Context: an optimization exercise on an open-source flow, tuned for small area. The choices shown serve that exercise and are no tape-out recipe. In this exercise RTL edits were held to simulation tests only and were not proved equivalent to the original. Power is estimated from default activity; no workload was simulated.

--- flow/design.v ---
module ccm_fa(input a, input b, input ci, output s, output co);
assign s = a ^ b ^ ci;
assign co = (a & b) | (a & ci) | (b & ci);
endmodule
module ccm_tree(
	input	[7:0]	x0, x1, x2,
	input	[8:0]	m0, m1, m2,
	input	[8:0]	t0, t1, t2,	 
	output	[20:0]	cs
);
	wire e1 = m0[0] & ~m0[1], e2 = ~m0[0] & m0[1], e3 = m0[0] & m0[1];
	wire p4 = ~(m0[0] & x0[0]);
	wire p5;
	ccm_sel u_p5 (.s1(e1), .s2(e2), .s3(e3), .a(x0[1]), .b(x0[0]), .c(t0[1]), .y(p5));
	wire p6;
	ccm_sel u_p6 (.s1(e1), .s2(e2), .s3(e3), .a(x0[2]), .b(x0[1]), .c(t0[2]), .y(p6));
	wire p7;
	ccm_sel u_p7 (.s1(e1), .s2(e2), .s3(e3), .a(x0[3]), .b(x0[2]), .c(t0[3]), .y(p7));
	wire p8;
	ccm_sel u_p8 (.s1(e1), .s2(e2), .s3(e3), .a(x0[4]), .b(x0[3]), .c(t0[4]), .y(p8));
	wire p9;
	ccm_sel u_p9 (.s1(e1), .s2(e2), .s3(e3), .a(x0[5]), .b(x0[4]), .c(t0[5]), .y(p9));
	wire p10;
	ccm_sel u_p10 (.s1(e1), .s2(e2), .s3(e3), .a(x0[6]), .b(x0[5]), .c(t0[6]), .y(p10));
	wire p11;
	ccm_sel u_p11 (.s1(e1), .s2(e2), .s3(e3), .a(x0[7]), .b(x0[6]), .c(t0[7]), .y(p11));
	wire p12 = ~(m0[1] & x0[7]);
	wire p13 = ~(e3 & t0[8]);
	wire e14 = m0[2] & ~m0[3], e15 = ~m0[2] & m0[3], e16 = m0[2] & m0[3];
	wire p17 = ~(m0[2] & x0[0]);
	wire p18;
	ccm_sel u_p18 (.s1(e14), .s2(e15), .s3(e16), .a(x0[1]), .b(x0[0]), .c(t0[1]), .y(p18));
	wire p19;
	ccm_sel u_p19 (.s1(e14), .s2(e15), .s3(e16), .a(x0[2]), .b(x0[1]), .c(t0[2]), .y(p19));
	wire p20;
	ccm_sel u_p20 (.s1(e14), .s2(e15), .s3(e16), .a(x0[3]), .b(x0[2]), .c(t0[3]), .y(p20));
	wire p21;
	ccm_sel u_p21 (.s1(e14), .s2(e15), .s3(e16), .a(x0[4]), .b(x0[3]), .c(t0[4]), .y(p21));
	wire p22;
	ccm_sel u_p22 (.s1(e14), .s2(e15), .s3(e16), .a(x0[5]), .b(x0[4]), .c(t0[5]), .y(p22));
	wire p23;
	ccm_sel u_p23 (.s1(e14), .s2(e15), .s3(e16), .a(x0[6]), .b(x0[5]), .c(t0[6]), .y(p23));
	wire p24;
	ccm_sel u_p24 (.s1(e14), .s2(e15), .s3(e16), .a(x0[7]), .b(x0[6]), .c(t0[7]), .y(p24));
	wire p25 = ~(m0[3] & x0[7]);
	wire p26 = ~(e16 & t0[8]);
	wire e27 = m0[4] & ~m0[5], e28 = ~m0[4] & m0[5], e29 = m0[4] & m0[5];
	wire p30 = ~(m0[4] & x0[0]);
	wire p31;
	ccm_sel u_p31 (.s1(e27), .s2(e28), .s3(e29), .a(x0[1]), .b(x0[0]), .c(t0[1]), .y(p31));
	wire p32;
	ccm_sel u_p32 (.s1(e27), .s2(e28), .s3(e29), .a(x0[2]), .b(x0[1]), .c(t0[2]), .y(p32));
	wire p33;
	ccm_sel u_p33 (.s1(e27), .s2(e28), .s3(e29), .a(x0[3]), .b(x0[2]), .c(t0[3]), .y(p33));
	wire p34;
	ccm_sel u_p34 (.s1(e27), .s2(e28), .s3(e29), .a(x0[4]), .b(x0[3]), .c(t0[4]), .y(p34));
	wire p35;
	ccm_sel u_p35 (.s1(e27), .s2(e28), .s3(e29), .a(x0[5]), .b(x0[4]), .c(t0[5]), .y(p35));
	wire p36;
	ccm_sel u_p36 (.s1(e27), .s2(e28), .s3(e29), .a(x0[6]), .b(x0[5]), .c(t0[6]), .y(p36));
	wire p37;
	ccm_sel u_p37 (.s1(e27), .s2(e28), .s3(e29), .a(x0[7]), .b(x0[6]), .c(t0[7]), .y(p37));
	wire p38 = ~(m0[5] & x0[7]);
	wire p39 = ~(e29 & t0[8]);
	wire e40 = m0[6] & ~m0[7], e41 = ~m0[6] & m0[7], e42 = m0[6] & m0[7];
	wire p43 = ~(m0[6] & x0[0]);
	wire p44;
	ccm_sel u_p44 (.s1(e40), .s2(e41), .s3(e42), .a(x0[1]), .b(x0[0]), .c(t0[1]), .y(p44));
	wire p45;
	ccm_sel u_p45 (.s1(e40), .s2(e41), .s3(e42), .a(x0[2]), .b(x0[1]), .c(t0[2]), .y(p45));
	wire p46;
	ccm_sel u_p46 (.s1(e40), .s2(e41), .s3(e42), .a(x0[3]), .b(x0[2]), .c(t0[3]), .y(p46));
	wire p47;
	ccm_sel u_p47 (.s1(e40), .s2(e41), .s3(e42), .a(x0[4]), .b(x0[3]), .c(t0[4]), .y(p47));
	wire p48;
	ccm_sel u_p48 (.s1(e40), .s2(e41), .s3(e42), .a(x0[5]), .b(x0[4]), .c(t0[5]), .y(p48));
	wire p49;
	ccm_sel u_p49 (.s1(e40), .s2(e41), .s3(e42), .a(x0[6]), .b(x0[5]), .c(t0[6]), .y(p49));
	wire p50;
	ccm_sel u_p50 (.s1(e40), .s2(e41), .s3(e42), .a(x0[7]), .b(x0[6]), .c(t0[7]), .y(p50));
	wire p51 = ~(m0[7] & x0[7]);
	wire p52 = ~(e42 & t0[8]);
	wire p53 = x0[0] & m0[8];
	wire p54 = x0[1] & m0[8];
	wire p55 = x0[2] & m0[8];
	wire p56 = x0[3] & m0[8];
	wire p57 = x0[4] & m0[8];
	wire p58 = x0[5] & m0[8];
	wire p59 = x0[6] & m0[8];
	wire p60 = x0[7] & m0[8];
	wire e61 = m1[0] & ~m1[1], e62 = ~m1[0] & m1[1], e63 = m1[0] & m1[1];
	wire p64 = ~(m1[0] & x1[0]);
	wire p65;
	ccm_sel u_p65 (.s1(e61), .s2(e62), .s3(e63), .a(x1[1]), .b(x1[0]), .c(t1[1]), .y(p65));
	wire p66;
	ccm_sel u_p66 (.s1(e61), .s2(e62), .s3(e63), .a(x1[2]), .b(x1[1]), .c(t1[2]), .y(p66));
	wire p67;
	ccm_sel u_p67 (.s1(e61), .s2(e62), .s3(e63), .a(x1[3]), .b(x1[2]), .c(t1[3]), .y(p67));
	wire p68;
	ccm_sel u_p68 (.s1(e61), .s2(e62), .s3(e63), .a(x1[4]), .b(x1[3]), .c(t1[4]), .y(p68));
	wire p69;
	ccm_sel u_p69 (.s1(e61), .s2(e62), .s3(e63), .a(x1[5]), .b(x1[4]), .c(t1[5]), .y(p69));
	wire p70;
	ccm_sel u_p70 (.s1(e61), .s2(e62), .s3(e63), .a(x1[6]), .b(x1[5]), .c(t1[6]), .y(p70));
	wire p71;
	ccm_sel u_p71 (.s1(e61), .s2(e62), .s3(e63), .a(x1[7]), .b(x1[6]), .c(t1[7]), .y(p71));
	wire p72 = ~(m1[1] & x1[7]);
	wire p73 = ~(e63 & t1[8]);
	wire e74 = m1[2] & ~m1[3], e75 = ~m1[2] & m1[3], e76 = m1[2] & m1[3];
	wire p77 = ~(m1[2] & x1[0]);
	wire p78;
	ccm_sel u_p78 (.s1(e74), .s2(e75), .s3(e76), .a(x1[1]), .b(x1[0]), .c(t1[1]), .y(p78));
	wire p79;
	ccm_sel u_p79 (.s1(e74), .s2(e75), .s3(e76), .a(x1[2]), .b(x1[1]), .c(t1[2]), .y(p79));
	wire p80;
	ccm_sel u_p80 (.s1(e74), .s2(e75), .s3(e76), .a(x1[3]), .b(x1[2]), .c(t1[3]), .y(p80));
	wire p81;
	ccm_sel u_p81 (.s1(e74), .s2(e75), .s3(e76), .a(x1[4]), .b(x1[3]), .c(t1[4]), .y(p81));
	wire p82;
	ccm_sel u_p82 (.s1(e74), .s2(e75), .s3(e76), .a(x1[5]), .b(x1[4]), .c(t1[5]), .y(p82));
	wire p83;
	ccm_sel u_p83 (.s1(e74), .s2(e75), .s3(e76), .a(x1[6]), .b(x1[5]), .c(t1[6]), .y(p83));
	wire p84;
	ccm_sel u_p84 (.s1(e74), .s2(e75), .s3(e76), .a(x1[7]), .b(x1[6]), .c(t1[7]), .y(p84));
	wire p85 = ~(m1[3] & x1[7]);
	wire p86 = ~(e76 & t1[8]);
	wire e87 = m1[4] & ~m1[5], e88 = ~m1[4] & m1[5], e89 = m1[4] & m1[5];
	wire p90 = ~(m1[4] & x1[0]);
	wire p91;
	ccm_sel u_p91 (.s1(e87), .s2(e88), .s3(e89), .a(x1[1]), .b(x1[0]), .c(t1[1]), .y(p91));
	wire p92;
	ccm_sel u_p92 (.s1(e87), .s2(e88), .s3(e89), .a(x1[2]), .b(x1[1]), .c(t1[2]), .y(p92));
	wire p93;
	ccm_sel u_p93 (.s1(e87), .s2(e88), .s3(e89), .a(x1[3]), .b(x1[2]), .c(t1[3]), .y(p93));
	wire p94;
	ccm_sel u_p94 (.s1(e87), .s2(e88), .s3(e89), .a(x1[4]), .b(x1[3]), .c(t1[4]), .y(p94));
	wire p95;
	ccm_sel u_p95 (.s1(e87), .s2(e88), .s3(e89), .a(x1[5]), .b(x1[4]), .c(t1[5]), .y(p95));
	wire p96;
	ccm_sel u_p96 (.s1(e87), .s2(e88), .s3(e89), .a(x1[6]), .b(x1[5]), .c(t1[6]), .y(p96));
	wire p97;
	ccm_sel u_p97 (.s1(e87), .s2(e88), .s3(e89), .a(x1[7]), .b(x1[6]), .c(t1[7]), .y(p97));
	wire p98 = ~(m1[5] & x1[7]);
	wire p99 = ~(e89 & t1[8]);
	wire e100 = m1[6] & ~m1[7], e101 = ~m1[6] & m1[7], e102 = m1[6] & m1[7];
	wire p103 = ~(m1[6] & x1[0]);
	wire p104;
	ccm_sel u_p104 (.s1(e100), .s2(e101), .s3(e102), .a(x1[1]), .b(x1[0]), .c(t1[1]), .y(p104));
	wire p105;
	ccm_sel u_p105 (.s1(e100), .s2(e101), .s3(e102), .a(x1[2]), .b(x1[1]), .c(t1[2]), .y(p105));
	wire p106;
	ccm_sel u_p106 (.s1(e100), .s2(e101), .s3(e102), .a(x1[3]), .b(x1[2]), .c(t1[3]), .y(p106));
	wire p107;
	ccm_sel u_p107 (.s1(e100), .s2(e101), .s3(e102), .a(x1[4]), .b(x1[3]), .c(t1[4]), .y(p107));
	wire p108;
	ccm_sel u_p108 (.s1(e100), .s2(e101), .s3(e102), .a(x1[5]), .b(x1[4]), .c(t1[5]), .y(p108));
	wire p109;
	ccm_sel u_p109 (.s1(e100), .s2(e101), .s3(e102), .a(x1[6]), .b(x1[5]), .c(t1[6]), .y(p109));
	wire p110;
	ccm_sel u_p110 (.s1(e100), .s2(e101), .s3(e102), .a(x1[7]), .b(x1[6]), .c(t1[7]), .y(p110));
	wire p111 = ~(m1[7] & x1[7]);
	wire p112 = ~(e102 & t1[8]);
	wire p113 = x1[0] & m1[8];
	wire p114 = x1[1] & m1[8];
	wire p115 = x1[2] & m1[8];
	wire p116 = x1[3] & m1[8];
	wire p117 = x1[4] & m1[8];
	wire p118 = x1[5] & m1[8];
	wire p119 = x1[6] & m1[8];
	wire p120 = x1[7] & m1[8];
	wire e121 = m2[0] & ~m2[1], e122 = ~m2[0] & m2[1], e123 = m2[0] & m2[1];
	wire p124 = ~(m2[0] & x2[0]);
	wire p125;
	ccm_sel u_p125 (.s1(e121), .s2(e122), .s3(e123), .a(x2[1]), .b(x2[0]), .c(t2[1]), .y(p125));
	wire p126;
	ccm_sel u_p126 (.s1(e121), .s2(e122), .s3(e123), .a(x2[2]), .b(x2[1]), .c(t2[2]), .y(p126));
	wire p127;
	ccm_sel u_p127 (.s1(e121), .s2(e122), .s3(e123), .a(x2[3]), .b(x2[2]), .c(t2[3]), .y(p127));
	wire p128;
	ccm_sel u_p128 (.s1(e121), .s2(e122), .s3(e123), .a(x2[4]), .b(x2[3]), .c(t2[4]), .y(p128));
	wire p129;
	ccm_sel u_p129 (.s1(e121), .s2(e122), .s3(e123), .a(x2[5]), .b(x2[4]), .c(t2[5]), .y(p129));
	wire p130;
	ccm_sel u_p130 (.s1(e121), .s2(e122), .s3(e123), .a(x2[6]), .b(x2[5]), .c(t2[6]), .y(p130));
	wire p131;
	ccm_sel u_p131 (.s1(e121), .s2(e122), .s3(e123), .a(x2[7]), .b(x2[6]), .c(t2[7]), .y(p131));
	wire p132 = ~(m2[1] & x2[7]);
	wire p133 = ~(e123 & t2[8]);
	wire e134 = m2[2] & ~m2[3], e135 = ~m2[2] & m2[3], e136 = m2[2] & m2[3];
	wire p137 = ~(m2[2] & x2[0]);
	wire p138;
	ccm_sel u_p138 (.s1(e134), .s2(e135), .s3(e136), .a(x2[1]), .b(x2[0]), .c(t2[1]), .y(p138));
	wire p139;
	ccm_sel u_p139 (.s1(e134), .s2(e135), .s3(e136), .a(x2[2]), .b(x2[1]), .c(t2[2]), .y(p139));
	wire p140;
	ccm_sel u_p140 (.s1(e134), .s2(e135), .s3(e136), .a(x2[3]), .b(x2[2]), .c(t2[3]), .y(p140));
	wire p141;
	ccm_sel u_p141 (.s1(e134), .s2(e135), .s3(e136), .a(x2[4]), .b(x2[3]), .c(t2[4]), .y(p141));
	wire p142;
	ccm_sel u_p142 (.s1(e134), .s2(e135), .s3(e136), .a(x2[5]), .b(x2[4]), .c(t2[5]), .y(p142));
	wire p143;
	ccm_sel u_p143 (.s1(e134), .s2(e135), .s3(e136), .a(x2[6]), .b(x2[5]), .c(t2[6]), .y(p143));
	wire p144;
	ccm_sel u_p144 (.s1(e134), .s2(e135), .s3(e136), .a(x2[7]), .b(x2[6]), .c(t2[7]), .y(p144));
	wire p145 = ~(m2[3] & x2[7]);
	wire p146 = ~(e136 & t2[8]);
	wire e147 = m2[4] & ~m2[5], e148 = ~m2[4] & m2[5], e149 = m2[4] & m2[5];
	wire p150 = ~(m2[4] & x2[0]);
	wire p151;
	ccm_sel u_p151 (.s1(e147), .s2(e148), .s3(e149), .a(x2[1]), .b(x2[0]), .c(t2[1]), .y(p151));
	wire p152;
	ccm_sel u_p152 (.s1(e147), .s2(e148), .s3(e149), .a(x2[2]), .b(x2[1]), .c(t2[2]), .y(p152));
	wire p153;
	ccm_sel u_p153 (.s1(e147), .s2(e148), .s3(e149), .a(x2[3]), .b(x2[2]), .c(t2[3]), .y(p153));
	wire p154;
	ccm_sel u_p154 (.s1(e147), .s2(e148), .s3(e149), .a(x2[4]), .b(x2[3]), .c(t2[4]), .y(p154));
	wire p155;
	ccm_sel u_p155 (.s1(e147), .s2(e148), .s3(e149), .a(x2[5]), .b(x2[4]), .c(t2[5]), .y(p155));
	wire p156;
	ccm_sel u_p156 (.s1(e147), .s2(e148), .s3(e149), .a(x2[6]), .b(x2[5]), .c(t2[6]), .y(p156));
	wire p157;
	ccm_sel u_p157 (.s1(e147), .s2(e148), .s3(e149), .a(x2[7]), .b(x2[6]), .c(t2[7]), .y(p157));
	wire p158 = ~(m2[5] & x2[7]);
	wire p159 = ~(e149 & t2[8]);
	wire e160 = m2[6] & ~m2[7], e161 = ~m2[6] & m2[7], e162 = m2[6] & m2[7];
	wire p163 = ~(m2[6] & x2[0]);
	wire p164;
	ccm_sel u_p164 (.s1(e160), .s2(e161), .s3(e162), .a(x2[1]), .b(x2[0]), .c(t2[1]), .y(p164));
	wire p165;
	ccm_sel u_p165 (.s1(e160), .s2(e161), .s3(e162), .a(x2[2]), .b(x2[1]), .c(t2[2]), .y(p165));
	wire p166;
	ccm_sel u_p166 (.s1(e160), .s2(e161), .s3(e162), .a(x2[3]), .b(x2[2]), .c(t2[3]), .y(p166));
	wire p167;
	ccm_sel u_p167 (.s1(e160), .s2(e161), .s3(e162), .a(x2[4]), .b(x2[3]), .c(t2[4]), .y(p167));
	wire p168;
	ccm_sel u_p168 (.s1(e160), .s2(e161), .s3(e162), .a(x2[5]), .b(x2[4]), .c(t2[5]), .y(p168));
	wire p169;
	ccm_sel u_p169 (.s1(e160), .s2(e161), .s3(e162), .a(x2[6]), .b(x2[5]), .c(t2[6]), .y(p169));
	wire p170;
	ccm_sel u_p170 (.s1(e160), .s2(e161), .s3(e162), .a(x2[7]), .b(x2[6]), .c(t2[7]), .y(p170));
	wire p171 = ~(m2[7] & x2[7]);
	wire p172 = ~(e162 & t2[8]);
	wire p173 = x2[0] & m2[8];
	wire p174 = x2[1] & m2[8];
	wire p175 = x2[2] & m2[8];
	wire p176 = x2[3] & m2[8];
	wire p177 = x2[4] & m2[8];
	wire p178 = x2[5] & m2[8];
	wire p179 = x2[6] & m2[8];
	wire p180 = x2[7] & m2[8];
	wire c182 = (p4 & p64) | (p4 & p124) | (p64 & p124);
	wire s183, c184;
	ccm_fa u_s183 (.a(c182), .b(p5), .ci(p65), .s(s183), .co(c184));
	wire c185 = p125 | s183;
	wire s186, c187;
	ccm_fa u_s186 (.a(p17), .b(p77), .ci(p137), .s(s186), .co(c187));
	wire s188, c189;
	ccm_fa u_s188 (.a(s186), .b(p6), .ci(p66), .s(s188), .co(c189));
	wire s190, c191;
	ccm_fa u_s190 (.a(p126), .b(c184), .ci(s188), .s(s190), .co(c191));
	wire c192 = c185 | s190;
	wire s193, c194;
	ccm_fa u_s193 (.a(c187), .b(p7), .ci(p18), .s(s193), .co(c194));
	wire s195, c196;
	ccm_fa u_s195 (.a(p67), .b(p78), .ci(p127), .s(s195), .co(c196));
	wire s197, c198;
	ccm_fa u_s197 (.a(p138), .b(c189), .ci(s193), .s(s197), .co(c198));
	wire s199, c200;
	ccm_fa u_s199 (.a(s195), .b(c191), .ci(s197), .s(s199), .co(c200));
	wire c201 = c192 | s199;
	wire s202, c203;
	ccm_fa u_s202 (.a(p30), .b(p90), .ci(p150), .s(s202), .co(c203));
	wire s204, c205;
	ccm_fa u_s204 (.a(s202), .b(p8), .ci(p19), .s(s204), .co(c205));
	wire s206, c207;
	ccm_fa u_s206 (.a(p68), .b(p79), .ci(p128), .s(s206), .co(c207));
	wire s208, c209;
	ccm_fa u_s208 (.a(p139), .b(c194), .ci(c196), .s(s208), .co(c209));
	wire s210, c211;
	ccm_fa u_s210 (.a(s204), .b(s206), .ci(c198), .s(s210), .co(c211));
	wire s212, c213;
	ccm_fa u_s212 (.a(s208), .b(c200), .ci(s210), .s(s212), .co(c213));
	wire c214 = c201 | s212;
	wire s215, c216;
	ccm_fa u_s215 (.a(c203), .b(p9), .ci(p20), .s(s215), .co(c216));
	wire s217, c218;
	ccm_fa u_s217 (.a(p31), .b(p69), .ci(p80), .s(s217), .co(c218));
	wire s219, c220;
	ccm_fa u_s219 (.a(p91), .b(p129), .ci(p140), .s(s219), .co(c220));
	wire s221, c222;
	ccm_fa u_s221 (.a(p151), .b(c205), .ci(c207), .s(s221), .co(c222));
	wire s223, c224;
	ccm_fa u_s223 (.a(s215), .b(s217), .ci(s219), .s(s223), .co(c224));
	wire s225, c226;
	ccm_fa u_s225 (.a(c209), .b(s221), .ci(s223), .s(s225), .co(c226));
	wire s227, c228;
	ccm_fa u_s227 (.a(c211), .b(s225), .ci(c213), .s(s227), .co(c228));
	wire c229 = c214 | s227;
	wire s230, c231;
	ccm_fa u_s230 (.a(p43), .b(p103), .ci(p163), .s(s230), .co(c231));
	wire s232, c233;
	ccm_fa u_s232 (.a(s230), .b(p10), .ci(p21), .s(s232), .co(c233));
	wire s234, c235;
	ccm_fa u_s234 (.a(p32), .b(p70), .ci(p81), .s(s234), .co(c235));
	wire s236, c237;
	ccm_fa u_s236 (.a(p92), .b(p130), .ci(p141), .s(s236), .co(c237));
	wire s238, c239;
	ccm_fa u_s238 (.a(p152), .b(c216), .ci(c218), .s(s238), .co(c239));
	wire s240, c241;
	ccm_fa u_s240 (.a(c220), .b(s232), .ci(s234), .s(s240), .co(c241));
	wire s242, c243;
	ccm_fa u_s242 (.a(s236), .b(c222), .ci(c224), .s(s242), .co(c243));
	wire s244, c245;
	ccm_fa u_s244 (.a(s238), .b(s240), .ci(c226), .s(s244), .co(c245));
	wire s246, c247;
	ccm_fa u_s246 (.a(s242), .b(s244), .ci(c228), .s(s246), .co(c247));
	wire c248 = c229 | s246;
	wire s249, c250;
	ccm_fa u_s249 (.a(c231), .b(p11), .ci(p22), .s(s249), .co(c250));
	wire s251, c252;
	ccm_fa u_s251 (.a(p33), .b(p44), .ci(p71), .s(s251), .co(c252));
	wire s253, c254;
	ccm_fa u_s253 (.a(p82), .b(p93), .ci(p104), .s(s253), .co(c254));
	wire s255, c256;
	ccm_fa u_s255 (.a(p131), .b(p142), .ci(p153), .s(s255), .co(c256));
	wire s257, c258;
	ccm_fa u_s257 (.a(p164), .b(c233), .ci(c235), .s(s257), .co(c258));
	wire s259, c260;
	ccm_fa u_s259 (.a(c237), .b(s249), .ci(s251), .s(s259), .co(c260));
	wire s261, c262;
	ccm_fa u_s261 (.a(s253), .b(s255), .ci(c239), .s(s261), .co(c262));
	wire s263, c264;
	ccm_fa u_s263 (.a(c241), .b(s257), .ci(s259), .s(s263), .co(c264));
	wire s265, c266;
	ccm_fa u_s265 (.a(c243), .b(s261), .ci(s263), .s(s265), .co(c266));
	wire s267, c268;
	ccm_fa u_s267 (.a(c245), .b(s265), .ci(c247), .s(s267), .co(c268));
	wire s269 = p12 ^ p72;
	wire c270 = p12 & p72;
	wire s271, c272;
	ccm_fa u_s271 (.a(p132), .b(p53), .ci(p113), .s(s271), .co(c272));
	wire s273, c274;
	ccm_fa u_s273 (.a(p173), .b(s269), .ci(s271), .s(s273), .co(c274));
	wire s275, c276;
	ccm_fa u_s275 (.a(s273), .b(p13), .ci(p73), .s(s275), .co(c276));
	wire s277, c278;
	ccm_fa u_s277 (.a(p133), .b(p23), .ci(p34), .s(s277), .co(c278));
	wire s279, c280;
	ccm_fa u_s279 (.a(p45), .b(p83), .ci(p94), .s(s279), .co(c280));
	wire s281, c282;
	ccm_fa u_s281 (.a(p105), .b(p143), .ci(p154), .s(s281), .co(c282));
	wire s283, c284;
	ccm_fa u_s283 (.a(p165), .b(c250), .ci(c252), .s(s283), .co(c284));
	wire s285, c286;
	ccm_fa u_s285 (.a(c254), .b(c256), .ci(s275), .s(s285), .co(c286));
	wire s287, c288;
	ccm_fa u_s287 (.a(s277), .b(s279), .ci(s281), .s(s287), .co(c288));
	wire s289, c290;
	ccm_fa u_s289 (.a(c258), .b(c260), .ci(s283), .s(s289), .co(c290));
	wire s291, c292;
	ccm_fa u_s291 (.a(s285), .b(s287), .ci(c262), .s(s291), .co(c292));
	wire s293, c294;
	ccm_fa u_s293 (.a(c264), .b(s289), .ci(s291), .s(s293), .co(c294));
	wire s295 = ~(c266 ^ s293);
	wire c296 = c266 | s293;
	wire s297 = p54 ^ p114;
	wire c298 = p54 & p114;
	wire s299, c300;
	ccm_fa u_s299 (.a(p174), .b(c270), .ci(c272), .s(s299), .co(c300));
	wire s301, c302;
	ccm_fa u_s301 (.a(s297), .b(c274), .ci(s299), .s(s301), .co(c302));
	wire s303, c304;
	ccm_fa u_s303 (.a(s301), .b(p24), .ci(p35), .s(s303), .co(c304));
	wire s305, c306;
	ccm_fa u_s305 (.a(p46), .b(p84), .ci(p95), .s(s305), .co(c306));
	wire s307, c308;
	ccm_fa u_s307 (.a(p106), .b(p144), .ci(p155), .s(s307), .co(c308));
	wire s309, c310;
	ccm_fa u_s309 (.a(p166), .b(c276), .ci(c278), .s(s309), .co(c310));
	wire s311, c312;
	ccm_fa u_s311 (.a(c280), .b(c282), .ci(s303), .s(s311), .co(c312));
	wire s313, c314;
	ccm_fa u_s313 (.a(s305), .b(s307), .ci(c284), .s(s313), .co(c314));
	wire s315, c316;
	ccm_fa u_s315 (.a(c286), .b(c288), .ci(s309), .s(s315), .co(c316));
	wire s317, c318;
	ccm_fa u_s317 (.a(s311), .b(c290), .ci(s313), .s(s317), .co(c318));
	wire s319, c320;
	ccm_fa u_s319 (.a(s315), .b(c292), .ci(s317), .s(s319), .co(c320));
	wire s321, c322;
	ccm_fa u_s321 (.a(c294), .b(s319), .ci(c296), .s(s321), .co(c322));
	wire s323, c324;
	ccm_fa u_s323 (.a(p25), .b(p85), .ci(p145), .s(s323), .co(c324));
	wire s325, c326;
	ccm_fa u_s325 (.a(p55), .b(p115), .ci(p175), .s(s325), .co(c326));
	wire s327, c328;
	ccm_fa u_s327 (.a(c298), .b(s323), .ci(s325), .s(s327), .co(c328));
	wire s329, c330;
	ccm_fa u_s329 (.a(c300), .b(s327), .ci(c302), .s(s329), .co(c330));
	wire s331, c332;
	ccm_fa u_s331 (.a(s329), .b(p26), .ci(p86), .s(s331), .co(c332));
	wire s333, c334;
	ccm_fa u_s333 (.a(p146), .b(p36), .ci(p47), .s(s333), .co(c334));
	wire s335, c336;
	ccm_fa u_s335 (.a(p96), .b(p107), .ci(p156), .s(s335), .co(c336));
	wire s337, c338;
	ccm_fa u_s337 (.a(p167), .b(c304), .ci(c306), .s(s337), .co(c338));
	wire s339, c340;
	ccm_fa u_s339 (.a(c308), .b(s331), .ci(s333), .s(s339), .co(c340));
	wire s341, c342;
	ccm_fa u_s341 (.a(s335), .b(c310), .ci(c312), .s(s341), .co(c342));
	wire s343, c344;
	ccm_fa u_s343 (.a(s337), .b(s339), .ci(c314), .s(s343), .co(c344));
	wire s345, c346;
	ccm_fa u_s345 (.a(c316), .b(s341), .ci(c318), .s(s345), .co(c346));
	wire s347, c348;
	ccm_fa u_s347 (.a(s343), .b(s345), .ci(c320), .s(s347), .co(c348));
	wire s349, c350;
	ccm_fa u_s349 (.a(p56), .b(p116), .ci(p176), .s(s349), .co(c350));
	wire s351, c352;
	ccm_fa u_s351 (.a(c324), .b(c326), .ci(s349), .s(s351), .co(c352));
	wire s353, c354;
	ccm_fa u_s353 (.a(c328), .b(s351), .ci(c330), .s(s353), .co(c354));
	wire s355, c356;
	ccm_fa u_s355 (.a(p37), .b(p48), .ci(p97), .s(s355), .co(c356));
	wire s357, c358;
	ccm_fa u_s357 (.a(p108), .b(p157), .ci(p168), .s(s357), .co(c358));
	wire s359, c360;
	ccm_fa u_s359 (.a(s353), .b(c332), .ci(c334), .s(s359), .co(c360));
	wire s361, c362;
	ccm_fa u_s361 (.a(c336), .b(s355), .ci(s357), .s(s361), .co(c362));
	wire s363, c364;
	ccm_fa u_s363 (.a(c338), .b(c340), .ci(s359), .s(s363), .co(c364));
	wire s365, c366;
	ccm_fa u_s365 (.a(s361), .b(c342), .ci(s363), .s(s365), .co(c366));
	wire s367, c368;
	ccm_fa u_s367 (.a(c344), .b(s365), .ci(c346), .s(s367), .co(c368));
	wire s369, c370;
	ccm_fa u_s369 (.a(p38), .b(p98), .ci(p158), .s(s369), .co(c370));
	wire s371, c372;
	ccm_fa u_s371 (.a(p57), .b(p117), .ci(p177), .s(s371), .co(c372));
	wire s373, c374;
	ccm_fa u_s373 (.a(c350), .b(s369), .ci(s371), .s(s373), .co(c374));
	wire s375, c376;
	ccm_fa u_s375 (.a(c352), .b(s373), .ci(p39), .s(s375), .co(c376));
	wire s377, c378;
	ccm_fa u_s377 (.a(p99), .b(p159), .ci(c354), .s(s377), .co(c378));
	wire s379, c380;
	ccm_fa u_s379 (.a(p49), .b(p109), .ci(p169), .s(s379), .co(c380));
	wire s381, c382;
	ccm_fa u_s381 (.a(c356), .b(c358), .ci(s375), .s(s381), .co(c382));
	wire s383, c384;
	ccm_fa u_s383 (.a(s377), .b(s379), .ci(c360), .s(s383), .co(c384));
	wire s385, c386;
	ccm_fa u_s385 (.a(c362), .b(s381), .ci(c364), .s(s385), .co(c386));
	wire s387, c388;
	ccm_fa u_s387 (.a(s383), .b(c366), .ci(s385), .s(s387), .co(c388));
	wire s389, c390;
	ccm_fa u_s389 (.a(p58), .b(p118), .ci(p178), .s(s389), .co(c390));
	wire s391, c392;
	ccm_fa u_s391 (.a(c370), .b(c372), .ci(s389), .s(s391), .co(c392));
	wire s393, c394;
	ccm_fa u_s393 (.a(c374), .b(s391), .ci(p50), .s(s393), .co(c394));
	wire s395, c396;
	ccm_fa u_s395 (.a(p110), .b(p170), .ci(c376), .s(s395), .co(c396));
	wire s397, c398;
	ccm_fa u_s397 (.a(c378), .b(c380), .ci(s393), .s(s397), .co(c398));
	wire s399, c400;
	ccm_fa u_s399 (.a(c382), .b(s395), .ci(s397), .s(s399), .co(c400));
	wire s401, c402;
	ccm_fa u_s401 (.a(c384), .b(s399), .ci(c386), .s(s401), .co(c402));
	wire s403, c404;
	ccm_fa u_s403 (.a(p51), .b(p111), .ci(p171), .s(s403), .co(c404));
	wire s405, c406;
	ccm_fa u_s405 (.a(p59), .b(p119), .ci(p179), .s(s405), .co(c406));
	wire s407, c408;
	ccm_fa u_s407 (.a(c390), .b(s403), .ci(s405), .s(s407), .co(c408));
	wire s409, c410;
	ccm_fa u_s409 (.a(c392), .b(s407), .ci(p52), .s(s409), .co(c410));
	wire s411, c412;
	ccm_fa u_s411 (.a(p112), .b(p172), .ci(c394), .s(s411), .co(c412));
	wire s413, c414;
	ccm_fa u_s413 (.a(s409), .b(c396), .ci(c398), .s(s413), .co(c414));
	wire s415, c416;
	ccm_fa u_s415 (.a(s411), .b(c400), .ci(s413), .s(s415), .co(c416));
	wire s417, c418;
	ccm_fa u_s417 (.a(p60), .b(p120), .ci(p180), .s(s417), .co(c418));
	wire s419, c420;
	ccm_fa u_s419 (.a(c404), .b(c406), .ci(s417), .s(s419), .co(c420));
	wire s421, c422;
	ccm_fa u_s421 (.a(c408), .b(s419), .ci(c410), .s(s421), .co(c422));
	wire s423, c424;
	ccm_fa u_s423 (.a(c412), .b(s421), .ci(c414), .s(s423), .co(c424));
	wire s425 = c418 ^ c420;
	wire c426 = c418 & c420;
	wire s427 = ~(s425 ^ c422);
	wire c428 = s425 | c422;
	assign cs = {c428, c426, c424, s427, s423, c416, c402, s415, c388, s401, c368, s387, c348, s367, c322, s347, s321, c268, s295, s267, c248};
endmodule
module ccm_fin(
	input	[20:0]	cs,
	output	[7:0]	y
);
	wire [11:0] ta = ~{1'b0, cs[19], cs[17], cs[15], cs[13], cs[11], cs[9], cs[7], cs[5], cs[4], cs[2], cs[0]};
	wire [11:0] tb = ~{1'b1, cs[20], cs[18], cs[16], cs[14], cs[12], cs[10], cs[8], cs[6], 1'b1, cs[3], cs[1]};
	wire tc = ~1'b1;
	wire [11:0] ns;
	assign ns[0] = cs[0] ^ cs[1] ^ 1'b1;
	wire k429 = (cs[0] & cs[1]) | (cs[0] & 1'b1) | (cs[1] & 1'b1);
	wire k430;
	ccm_fa u_k430 (.a(cs[2]), .b(cs[3]), .ci(k429), .s(ns[1]), .co(k430));
	assign ns[2] = cs[4] ^ 1'b1 ^ k430;
	wire k431 = (cs[4] & 1'b1) | (cs[4] & k430) | (1'b1 & k430);
	wire k432;
	ccm_fa u_k432 (.a(cs[5]), .b(cs[6]), .ci(k431), .s(ns[3]), .co(k432));
	wire k433;
	ccm_fa u_k433 (.a(cs[7]), .b(cs[8]), .ci(k432), .s(ns[4]), .co(k433));
	wire k434;
	ccm_fa u_k434 (.a(cs[9]), .b(cs[10]), .ci(k433), .s(ns[5]), .co(k434));
	wire k435;
	ccm_fa u_k435 (.a(cs[11]), .b(cs[12]), .ci(k434), .s(ns[6]), .co(k435));
	wire k436;
	ccm_fa u_k436 (.a(cs[13]), .b(cs[14]), .ci(k435), .s(ns[7]), .co(k436));
	wire k437;
	ccm_fa u_k437 (.a(cs[15]), .b(cs[16]), .ci(k436), .s(ns[8]), .co(k437));
	wire k438;
	ccm_fa u_k438 (.a(cs[17]), .b(cs[18]), .ci(k437), .s(ns[9]), .co(k438));
	wire k439;
	ccm_fa u_k439 (.a(cs[19]), .b(cs[20]), .ci(k438), .s(ns[10]), .co(k439));
	assign ns[11] = 1'b0 ^ 1'b1 ^ k439;
	wire [11:0] sum = ~ns;
	wire neg = sum[11];
	wire ovf = |sum[10:8];
	wire nok = ~ovf;
	ccm_sat u_sat0 (.neg(neg), .nok(nok), .n(ns[0]), .y(y[0]));
	ccm_sat u_sat1 (.neg(neg), .nok(nok), .n(ns[1]), .y(y[1]));
	ccm_sat u_sat2 (.neg(neg), .nok(nok), .n(ns[2]), .y(y[2]));
	ccm_sat u_sat3 (.neg(neg), .nok(nok), .n(ns[3]), .y(y[3]));
	ccm_sat u_sat4 (.neg(neg), .nok(nok), .n(ns[4]), .y(y[4]));
	ccm_sat u_sat5 (.neg(neg), .nok(nok), .n(ns[5]), .y(y[5]));
	ccm_sat u_sat6 (.neg(neg), .nok(nok), .n(ns[6]), .y(y[6]));
	ccm_sat u_sat7 (.neg(neg), .nok(nok), .n(ns[7]), .y(y[7]));
endmodule
module ccm_x3(
	input	[7:0]	x,
	output	[8:0]	t
);
wire [7:1] g = x[7:1] & x[6:0];
wire [7:1] p = x[7:1] ^ x[6:0];
wire G1;
ccm_ao u_ao1 (.g(g[2]), .p(p[2]), .c(g[1]), .y(G1));
wire G2;
ccm_ao u_ao2 (.g(g[4]), .p(p[4]), .c(g[3]), .y(G2));
wire P2 = p[4] & p[3];
wire G3;
ccm_ao u_ao3 (.g(g[6]), .p(p[6]), .c(g[5]), .y(G3));
wire P3 = p[6] & p[5];
wire G4;
ccm_ao u_ao4 (.g(g[3]), .p(p[3]), .c(G1), .y(G4));
wire P4 = p[3] & p[2];
wire G5;
ccm_ao u_ao5 (.g(G2), .p(P2), .c(G1), .y(G5));
wire P5 = P2 & p[2];
wire G6;
ccm_ao u_ao6 (.g(g[7]), .p(p[7]), .c(G3), .y(G6));
wire P6 = p[7] & P3;
wire G7;
ccm_ao u_ao7 (.g(g[5]), .p(p[5]), .c(G5), .y(G7));
wire P7 = p[5] & P5;
wire G8;
ccm_ao u_ao8 (.g(G3), .p(P3), .c(G5), .y(G8));
wire P8 = P3 & P5;
wire G9;
ccm_ao u_ao9 (.g(G6), .p(P6), .c(G5), .y(G9));
wire P9 = P6 & P5;
assign t[0] = x[0];
assign t[1] = p[1];
assign t[2] = p[2] ^ g[1];
assign t[3] = p[3] ^ G1;
assign t[4] = p[4] ^ G4;
assign t[5] = p[5] ^ G5;
assign t[6] = p[6] ^ G7;
assign t[7] = p[7] ^ G8;
assign t[8] = G9;
endmodule
module ccm_sat(input neg, input nok, input n, output y);
assign y = ~(neg | (nok & n));
endmodule
module ccm_ao(input g, input p, input c, output y);
assign y = g | (p & c);
endmodule
module ccm_sel(input s1, input s2, input s3, input a, input b, input c, output y);
assign y = ~((s1 & a) | (s2 & b) | (s3 & c));
endmodule
module ccm(
	input			clk,
	input			reset_n,
	input	[8:0]	i_ccm_1m1,	 
	input	[8:0]	i_ccm_1m2,
	input	[8:0]	i_ccm_1m3,
	input	[8:0]	i_ccm_2m1,
	input	[8:0]	i_ccm_2m2,
	input	[8:0]	i_ccm_2m3,
	input	[8:0]	i_ccm_3m1,
	input	[8:0]	i_ccm_3m2,
	input	[8:0]	i_ccm_3m3,
	input	[2:0]	i_video_syn,
	input	[23:0]	i_data,
	output	[2:0]	o_video_sync,
	output	[23:0]	o_data
);
reg		[3:0]		syn_v,syn_h,syn_d;
always @(posedge clk or negedge reset_n)
	if(~reset_n) begin
		syn_v	<=	0;
		syn_h	<=	0;
		syn_d	<=	0;
	end else begin
		syn_v	<=	{syn_v[2:0],	i_video_syn[2]};
		syn_d	<=	{syn_d[2:0],	i_video_syn[1]};
		syn_h	<=	{syn_h[2:0],	i_video_syn[0]};
	end
wire	[8:0]	t_r, t_g, t_b;
ccm_x3 u_x3_r(.x(i_data[23:16]), .t(t_r));
ccm_x3 u_x3_g(.x(i_data[15:8]), .t(t_g));
ccm_x3 u_x3_b(.x(i_data[7:0]), .t(t_b));
wire	[20:0]	cs_r, cs_g, cs_b;
ccm_tree u_tree_r(
	.x0	(i_data[23:16]), .x1 (i_data[15:8]), .x2 (i_data[7:0]),
	.t0	(t_r), .t1 (t_g), .t2 (t_b),
	.m0	(i_ccm_1m1), .m1 (i_ccm_1m2), .m2 (i_ccm_1m3),
	.cs	(cs_r)
);
ccm_tree u_tree_g(
	.x0	(i_data[23:16]), .x1 (i_data[15:8]), .x2 (i_data[7:0]),
	.t0	(t_r), .t1 (t_g), .t2 (t_b),
	.m0	(i_ccm_2m1), .m1 (i_ccm_2m2), .m2 (i_ccm_2m3),
	.cs	(cs_g)
);
ccm_tree u_tree_b(
	.x0	(i_data[23:16]), .x1 (i_data[15:8]), .x2 (i_data[7:0]),
	.t0	(t_r), .t1 (t_g), .t2 (t_b),
	.m0	(i_ccm_3m1), .m1 (i_ccm_3m2), .m2 (i_ccm_3m3),
	.cs	(cs_b)
);
reg		[20:0]	c1_r, c1_g, c1_b;
always @(posedge clk) begin
	c1_r	<=	cs_r;
	c1_g	<=	cs_g;
	c1_b	<=	cs_b;
end
wire	[7:0]	r_new, g_new, b_new;
ccm_fin u_fin_r(.cs(c1_r), .y(r_new));
ccm_fin u_fin_g(.cs(c1_g), .y(g_new));
ccm_fin u_fin_b(.cs(c1_b), .y(b_new));
reg		[23:0]	d2, d3, d4;
always @(posedge clk) begin
	d2	<=	{r_new, g_new, b_new};
	d3	<=	d2;
	d4	<=	d3;
end
assign			o_data			=	d4;
assign			o_video_sync	=	{syn_v[3],syn_d[3],syn_h[3]};
endmodule
--- flow/flow/run.sh ---
#!/bin/bash
# The standard layout (the standard.sh: ORFS with the standard synthesis),
# with two changes to how the layout is made:
#  - buffer_ports puts the smallest buffer, sky130_fd_sc_hd__buf_1, on every
#    input and output port;
#  - clock tree synthesis uses sky130_fd_sc_hd__clkbuf_8 and adds no dummy
#    loads.
# make's full output goes to flow_make.log; ORFS keeps each step's log under orfs/logs.
set -euo pipefail
bash standard.sh \
  BUFFER_PORTS_ARGS="-buffer_cell sky130_fd_sc_hd__buf_1" \
  CTS_ARGS="-sink_clustering_enable -repair_clock_nets -buf_list sky130_fd_sc_hd__clkbuf_8 -dont_use_dummy_load" \
  finish > flow_make.log 2>&1
--- flow/standard.sh ---
#!/bin/bash
# synth_recipe.tcl (not shown) runs the flow's synth.tcl, then flattens the netlist and writes it again
# the make line also repeats each setting of config.mk as NAME=value (left out here)
make -C /OpenROAD-flow-scripts/flow DESIGN_CONFIG=/design/flow/config.mk WORK_HOME=/design/flow/orfs CLKGATE_MAP_FILE= SYNTH_SCRIPT=/design/flow/synth_recipe.tcl "${@:-finish}"
--- flow/config.mk ---
export PLATFORM = sky130hd
export DESIGN_NAME = ccm
export DESIGN_NICKNAME = ccm
export VERILOG_FILES = /design/flow/design.v
export SDC_FILE = /design/flow/constraint.sdc
export NUM_CORES = 4
export LEC_CHECK = 0
export CAP_MARGIN = 20
export CELL_PAD_IN_SITES_DETAIL_PLACEMENT = 1
export CORE_MARGIN = 2
export CORE_UTILIZATION = 40
export SLEW_MARGIN = 20
export SYNTH_HIERARCHICAL = 1
export SYNTH_MINIMUM_KEEP_SIZE = 0
--- flow/constraint.sdc ---
create_clock -name core_clock -period 7.0 [get_ports {clk}]
set_input_delay 1.4000 -clock core_clock [delete_from_list [all_inputs] [get_ports {clk}]]
set_output_delay 1.4000 -clock core_clock [all_outputs]
set_load 0.01 [all_outputs]
==> impl_metrics.csv, run 1 <==
group,metric,value,unit
outcome,status,"finished clean",
hold_path,hold_class,"reg2reg",
synth,synth_nets,1838,
clock_network,cts_setup_buffers,0,
floorplan,die_x,207,um
global_routing,grt_util_all_layers,29.3,%
drt,wl_per_cell,31.4,um
drt,drc,0,
global_routing,first_global_vias,14300,
clock_network,cts_resized,0,
synth,synth_area,16500,sq um
drt,drt_wl_total,62800,um
timing,clock_skew,0.0317,ns
critical_path,r2r_start,"c1_g[0]",
critical_path,cp_top_family,"adder cells",
layout,utilization,44.0,%
timing,post-route-min-period,6.18,ns
layout,drive_above_1_share,8.86,%
layout,final_nets,1994,
clock_network,cts_buffer_depth,2,
synth,syn_inst,1314,
timing,period_share,88.3,%
floorplan,core,40700,sq um
critical_path,reg2reg_to,"d2[15]",
power,power_leakage,6.44,nW
global_routing,grt_overflow_total,0,
timing,hold_viol,0,
critical_path,critPathBufInv,1,
critical_path,crit_path_max_incr_delay,0.79,ns
critical_path,critPathSlowestCell,"buf_1",
critical_path,reg2reg_depth,17,
timing,max_slew_margin,27.1,%
critical_path,r2r_slack,1.58,ns
job,cap_violations,0,
critical_path,path_class,"in2reg",
clock_network,cts_hold_buf,0,
layout,fill_cells,4412,
clock_network,cts_tree,"yes",
critical_path,cp.required,7.40,ns
critical_path,arrival,6.58,ns
drt,drt_iter0_markers,3106,
layout,syn2layout_area_growth,8.68,%
clock_network,cts-root-buf,"clkbuf_8",
floorplan,num_rows,74,
critical_path,cp-start-kind,"input pin",
layout,multi_input_area,12800,sq um
global_routing,grt_start_max_net_pins,28,
layout,final-seq-area,3000,sq um
critical_path,path_cells,"buf_1 > nand2_1 > ha_1 > fa_1 > fa_1 > fa_1 > fa_1 > fa_1 > fa_1 > fa_1 > fa_1",
critical_path,setup.worst_path.end,"c1_b[7]",
timing,fmax,162,MHz
clock_network,clock_sinks,147,
power,p_per_area,386,nW/um^2
clock_network,clock_latency,0.53,ns
critical_path,crit_path_frequent_cell,"fa_1",
drt,vias,13400,
critical_path,critical_path_peak_fanout,12,
place,dp_hpwl,48000,um
drt,firstDrtPassIters,12,
drt,drt.antenna.violating_nets,0,
floorplan,die_h,207,um
place,gp_congestion,0.976,
critical_path,critPathLaunch,"i_data[15]",
synth,avgSynthCellArea,12.5,sq um
timing,slew_violations,0,
floorplan,die_area,42900,sq um
timing,worstMarginPinSlew,1.09,ns
clock_network,cts_max_level,4,
timing,rsz0062_at_grt,"no",
drt,avgViaCountPerCell,6.71,
floorplan,initial_core_util,40.5,%
floorplan,io_pins,137,
critical_path,crit_cells,11,
timing,timing.setup.tns,0,ns
power,vdd_drop_max,0.204,mV
synth,yosys_warnings,7,
global_routing,antenna_found_initial,4,
global_routing,grt_pass1_wl,92500,um
timing,finalSetupViolations,0,
place,portBuffers,136,
clock_network,clk_pin_slew,0.08,ns
clock_network,numCtsBuffers,17,
critical_path,end_kind,"flip-flop",
[metal layers]
metal  global-route usage (%)  part of all wire, %
met3                     10.5                   14
met1                     40.0                   40
met4                     11.0                  3.5
met2                     42.6                   43
met5                        0                0.064
[layout make-up]
type | instances | area share [%]
sequential | 147 | 16.8
tap | 532 | 3.72
multi-input combinational | 1047 | 71.3
clock buffer | 17 | 1.31
timing repair buffer | 209 | 5.93
inverter | 48 | 1.01
antenna | 1 | 0.0140
[through the flow]
step / cell area, sq um / instances / hold WS, ns / setup slack, ns / total power [mW]
floorplan: 16500 / 1314 / 0.310 / 1.06 / 6.41
global placement: 17700 / 1983 / 0.310 / 0.150 / 6.19
detailed placement: 17700 / 1983 / 0.313 / 0.137 / 6.44
CTS: 17900 / 2000 / 0.311 / 0.705 / 7.00
global route: 17900 / 2001 / 0.325 / 0.738 / 7.76
finish: 17900 / 2001 / 0.311 / 0.819 / 6.92
[worst min-delay path by stage]
stage	start	end	slack [ns]	cells past startpoint
3_5_place_dp	d2[11]	d3[11]	0.31	0
4_1_cts	d2[4]	d3[4]	0.31	0
5_1_grt	d2[4]	d3[4]	0.32	0
3_3_place_gp	d3[2]	d4[2]	0.31	0
6_report	d2[4]	d3[4]	0.31	0
2_1_floorplan	d2[0]	d3[0]	0.31	0
[flip-flops by register name (all words and copies together), names as in the netlist]
name   flops
d2        24
d3        24
d4        24
c1_b      21
c1_g      21
c1_r      21
syn_d      4
syn_h      4
syn_v      4
[placed cells by master (no fill, tap or decap), drive strengths merged, types with 3 or more instances in the layout]
cell      n
ha       42
dfxtp   135
xor2     18
a21o     27
fa      372
nor4      3
dfrtp    12
nand2   111
and2    114
clkbuf   20
maj3      3
buf     206
a222oi  252
a21oi    24
and3      6
nor3      3
inv      48
nor2b    72
[power by group]
part / switching, mW / internal, mW
clock: 0.315 / 0.213
combinational: 2.76 / 2.14
sequential: 0.141 / 1.35
total: 3.22 / 3.70
==> run 2, diff against run 1 <==
--- a/flow/config.mk
+++ b/flow/config.mk
@@ -5,10 +5,10 @@
 export SDC_FILE = /design/flow/constraint.sdc
 export NUM_CORES = 4
 export LEC_CHECK = 0
-export CAP_MARGIN = 20
+export CAP_MARGIN = 0
 export CELL_PAD_IN_SITES_DETAIL_PLACEMENT = 1
 export CORE_MARGIN = 2
 export CORE_UTILIZATION = 40
-export SLEW_MARGIN = 20
+export SLEW_MARGIN = 0
 export SYNTH_HIERARCHICAL = 1
 export SYNTH_MINIMUM_KEEP_SIZE = 0
==> impl_metrics.csv, run 2 <==
group,metric,value,unit
outcome,status,"finished clean",
clock_network,cts_tree,"yes",
critical_path,reg2reg_to,"d2[15]",
global_routing,grt_overflow_total,0,
layout,fill_cells,4416,
timing,clock_skew,0.0324,ns
timing,finalSetupViolations,0,
critical_path,path_class,"in2reg",
synth,synth_area,16500,sq um
critical_path,cp.required,7.40,ns
place,dp_hpwl,48000,um
drt,wl_per_cell,31.4,um
clock_network,cts_max_level,4,
critical_path,cp-start-kind,"input pin",
timing,worstMarginPinSlew,1.21,ns
timing,hold_viol,0,
timing,slew_violations,0,
critical_path,r2r_start,"c1_g[0]",
place,portBuffers,136,
clock_network,numCtsBuffers,17,
clock_network,clk_pin_slew,0.09,ns
critical_path,r2r_slack,1.57,ns
global_routing,use_met2,42.6,%
drt,firstDrtPassIters,15,
critical_path,critical_path_peak_fanout,7,
place,place_area,17700,sq um
synth,syn_inst,1314,
global_routing,grt_util_all_layers,29.3,%
global_routing,grt_use_met3,10.5,%
floorplan,num_rows,74,
critical_path,reg2reg_depth,17,
job,cap_violations,0,
global_routing,gr-usage-met1,40.0,%
timing,fmax,156,MHz
layout,mostFrequentLayoutCells,"fa_1, a222oi_1, dfxtp_1",
clock_network,clock_latency,0.53,ns
global_routing,grt.busiest_layer,"met2",
layout,top_regs,"d2 x24, d3 x24, d4 x24",
power,vdd_drop_max,0.196,mV
critical_path,critPathLaunch,"i_data[17]",
drt,drt.antenna.violating_nets,0,
power,p_per_area,386,nW/um^2
layout,syn2layout_area_growth,8.64,%
clock_network,cts_resized,0,
floorplan,die_area,42900,sq um
drt,drc,0,
floorplan,die_h,207,um
power,power_leakage,6.44,nW
clock_network,cts-root-buf,"clkbuf_8",
clock_network,cts_hold_buf,0,
global_routing,antenna_found_initial,4,
global_routing,first_global_vias,14300,
timing,post-route-min-period,6.40,ns
critical_path,arrival,6.80,ns
drt,avgViaCountPerCell,6.74,
timing,timing.setup.tns,0,ns
layout,final_nets,1994,
global_routing,grt_start_max_net_pins,28,
synth,avgSynthCellArea,12.5,sq um
synth,yosys_warnings,7,
layout,final_common_cell,"fa_1",
synth,synth_nets,1838,
hold_path,hold_class,"reg2reg",
layout,drive_above_1_share,8.79,%
hold_path,hp-start,"d2[4]",
drt,vias,13500,
drt,drt_wl_total,62900,um
clock_network,cts_buffer_depth,2,
timing,max_slew_margin,19.0,%
floorplan,core,40700,sq um
timing,period_share,91.5,%
layout,stdcell_area,17900,sq um
clock_network,clock_sinks,147,
critical_path,end_kind,"flip-flop",
floorplan,die_x,207,um
drt,drt_iter0_markers,3244,
hold_path,whs_path_depth,0,
global_routing,grt_pass1_wl,92500,um
hold_path,hold_path_end,"d3[4]",
floorplan,io_pins,137,
floorplan,initial_core_util,40.5,%
layout,utilization,44.0,%
place,gp_congestion,0.976,
timing,rsz0062_at_grt,"no",
clock_network,cts_setup_buffers,0,
[run 2: changes by cell type in the layout (fill, tap and decap cells not counted)]
cell / change
xor2_2: -1
xor2_1: +1
[run 2: layout make-up]
class	count	area, sq um	area share, %
Clock buffer	17	234	1.31
Inverter	48	180	1.01
Timing Repair Buffer	209	1060	5.93
Tap cell	532	666	3.72
Sequential cell	147	3000	16.8
Antenna cell	1	2.50	0.0140
Multi-Input combinational cell	1047	12800	71.3
[run 2: how the worst max path moves through the flow]
stage	endpoint	cells after the start
global route	c1_r[4]	13
finish	c1_g[4]	13
global placement	c1_r[4]	13
detailed placement	c1_g[4]	13
CTS	c1_r[4]	13
floorplan	c1_b[4]	13
[run 2: stage by stage]
step / hold slack, ns / cells / power [mW] / setup WS [ns]
CTS: 0.311 / 2000 / 7.00 / 0.705
global route: 0.325 / 2001 / 7.76 / 0.502
global placement: 0.310 / 1983 / 6.19 / 0.150
floorplan: 0.310 / 1314 / 6.41 / 1.06
finish: 0.311 / 2001 / 6.91 / 0.598
detailed placement: 0.313 / 1983 / 6.44 / 0.137
[run 2: metal layers]
metal	share of wire [%]	up-vias	routed length [um]
met5	0.064	-	40
li1	-	5264	-
met2	43	1192	26900
met4	3.5	6	2210
met3	14	144	9020
met1	39	6880	24700
[run 2: critical path, stage by stage]
cell	delay (ns)
buf_1	0.28
ha_1	0.32
a21o_1	0.23
a21o_1	0.21
a21o_1	0.17
xor2_1	0.93
a222oi_1	0.32
fa_1	0.60
fa_1	0.46
fa_1	0.43
fa_1	0.54
fa_1	0.44
fa_1	0.46
[run 2: power breakdown]
part | total [mW] | internal (mW) | switching, mW
Sequential | 1.49 | 1.35 | 0.141
Clock | 0.528 | 0.213 | 0.315
Combinational | 4.89 | 2.13 | 2.76
==> run 3, diff against run 2 <==
==> flow/flow/run.sh (replaced) <==
#!/bin/bash
# The standard layout (the standard.sh: ORFS with the standard synthesis),
# with two changes to how the layout is made:
#  - buffer_ports puts the smallest buffer, sky130_fd_sc_hd__buf_1, on every
#    input and output port;
#  - clock tree synthesis uses sky130_fd_sc_hd__clkbuf_8, clusters of up to 25 sinks, and adds no dummy
#    loads.
# make's full output goes to flow_make.log; ORFS keeps each step's log under orfs/logs.
set -euo pipefail
bash standard.sh \
  BUFFER_PORTS_ARGS="-buffer_cell sky130_fd_sc_hd__buf_1" \
  CTS_ARGS="-sink_clustering_enable -repair_clock_nets -buf_list sky130_fd_sc_hd__clkbuf_8 -dont_use_dummy_load -sink_clustering_size 25" \
  finish > flow_make.log 2>&1
--- a/flow/config.mk
+++ b/flow/config.mk
@@ -5,10 +5,10 @@
 export SDC_FILE = /design/flow/constraint.sdc
 export NUM_CORES = 4
 export LEC_CHECK = 0
-export CAP_MARGIN = 0
+export CAP_MARGIN = 20
 export CELL_PAD_IN_SITES_DETAIL_PLACEMENT = 1
 export CORE_MARGIN = 2
 export CORE_UTILIZATION = 40
-export SLEW_MARGIN = 0
+export SLEW_MARGIN = 20
 export SYNTH_HIERARCHICAL = 1
 export SYNTH_MINIMUM_KEEP_SIZE = 0
==> impl_metrics.csv, run 3 <==
group,metric,value,unit
power,power_leakage,6.44,nW
clock_network,cts_max_level,4,
floorplan,initial_core_util,40.5,%
timing,whs,0.311,ns
global_routing,use_met2,42.6,%
clock_network,clock_sinks,147,
job,cap_violations,0,
timing,rsz0062_at_grt,"no",
synth,avgSynthCellArea,12.5,sq um
global_routing,grt_use_met3,10.5,%
drt,avgViaCountPerCell,6.71,
global_routing,antenna_found_initial,4,
layout,stdcell_area,17900,sq um
layout,syn2layout_area_growth,8.68,%
global_routing,grt_overflow_total,0,
drt,drt_iter0_markers,3106,
global_routing,first_global_vias,14300,
clock_network,clk_pin_slew,0.08,ns
timing,period_share,88.3,%
place,gp_congestion,0.976,
synth,synth_area,16500,sq um
drt,vias,13400,
clock_network,clock_latency,0.53,ns
drt,drc,0,
timing,worstMarginPinSlew,1.09,ns
clock_network,cts-root-buf,"clkbuf_8",
timing,post-route-min-period,6.18,ns
timing,timing.setup.tns,0,ns
critical_path,end_kind,"flip-flop",
floorplan,num_rows,74,
critical_path,cp.required,7.40,ns
power,p_per_area,386,nW/um^2
layout,drive_above_1_share,8.86,%
floorplan,io_pins,137,
clock_network,cts_tree,"yes",
clock_network,cts_buffer_depth,2,
critical_path,cp-start-kind,"input pin",
place,place_area,17700,sq um
critical_path,path_class,"in2reg",
layout,mostFrequentLayoutCells,"fa_1, a222oi_1, dfxtp_1",
power,total_power,6.92,mW
timing,finalSetupViolations,0,
layout,final_nets,1994,
floorplan,die_area,42900,sq um
layout,top_regs,"d2 x24, d3 x24, d4 x24",
drt,drt.antenna.violating_nets,0,
timing,hold_viol,0,
place,dp_hpwl,48000,um
floorplan,core,40700,sq um
global_routing,grt.busiest_layer,"met2",
global_routing,grt_util_all_layers,29.3,%
timing,max_slew_margin,27.1,%
clock_network,numCtsBuffers,17,
synth,yosys_warnings,7,
layout,final_common_cell,"fa_1",
drt,drt_wl_total,62800,um
global_routing,grt_start_max_net_pins,28,
power,vdd_drop_max,0.204,mV
global_routing,grt_pass1_wl,92500,um
timing,fmax,162,MHz
critical_path,arrival,6.58,ns
floorplan,die_x,207,um
outcome,status,"finished clean",
hold_path,hold_class,"reg2reg",
drt,wl_per_cell,31.4,um
layout,utilization,44.0,%
clock_network,cts_resized,0,
timing,slew_violations,0,
synth,synth_nets,1838,
clock_network,cts_hold_buf,0,
floorplan,die_h,207,um
drt,firstDrtPassIters,12,
synth,syn_inst,1314,
place,portBuffers,136,
timing,clock_skew,0.0317,ns
global_routing,gr-usage-met1,40.0,%
clock_network,cts_setup_buffers,0,
critical_path,critical_path_peak_fanout,12,
-- run 3: layout make-up --
type | count | area [sq um]
Multi-Input combinational cell | 1047 | 12800
Antenna cell | 1 | 2.50
Timing Repair Buffer | 209 | 1060
Fill cell | 4412 | 22800
Inverter | 48 | 180
Clock buffer | 17 | 234
Tap cell | 532 | 666
Sequential cell | 147 | 3000
-- run 3: through the flow --
stage	std cells	setup slack (ns)
final	2001	0.819
after global routing	2001	0.738
after CTS	2000	0.705
after detailed placement	1983	0.137
after global placement	1983	0.150
after floorplan	1314	1.06
-- run 3: report_power, final --
group / total (mW) / internal (mW) / switching [mW]
sequential: 1.49 / 1.35 / 0.141
clock: 0.528 / 0.213 / 0.315
combinational: 4.90 / 2.14 / 2.76
-- run 3: metal layers --
layer,share of wire [%],up-vias
met1,40,6919
li1,-,5267
met2,43,1100
met5,0.064,-
met4,3.5,6
met3,14,144
-- run 3: critical path, stage by stage --
cell	delay (ns)
buf_1	0.79
nand2_1	0.23
ha_1	0.36
fa_1	0.43
fa_1	0.46
fa_1	0.48
fa_1	0.53
fa_1	0.46
fa_1	0.54
fa_1	0.44
fa_1	0.46
-- run 3: worst paths after layout --
path	startpoint	end	slack, ns	cells past startpoint
min reg2reg	d2[4]	d3[4]	0.31	0
max	i_data[15]	c1_b[7]	0.82	11
min	d2[4]	d3[4]	0.31	0
max in group asynchronous	reset_n	syn_v[1]	5.74	1
max reg2reg	c1_g[0]	d2[15]	1.58	17
min in group asynchronous	reset_n	syn_d[1]	0.84	1

## static timing again, ports no longer ideal
How much do the figures lean on ideal ports? The routed layouts below were timed once more, with nothing changed but the port constraints.
Step 1: set_driving_cell puts a clkbuf_16 on clk and a buf_2 on each other input, an assumption about the parent block.
Step 2 moves the port delays by t, midway between the first and last clock arrival at a register: inputs arrive t later, outputs are due t later. That takes back most of the time a late clock gives input paths.
Three values: no drivers, after step 1, after step 2; two values: the first two.
| run | t, ns | setup WS [ns] | slew at the worst register clock pin (ns) |
|---|---|---|---|
| run 1 | 0.559 | 0.819 / 0.836 / 0.277 | 0.10 / 0.10 |
| run 2 | 0.556 | 0.598 / 0.605 / 0.048 | 0.10 / 0.10 |
| run 3 | 0.559 | 0.819 / 0.836 / 0.277 | 0.10 / 0.10 |
After both steps setup and hold are still met in every run listed. For run 2, which loses most, drivers alone change the setup slack by +0.007 ns; drivers and shift together by -0.550 ns.
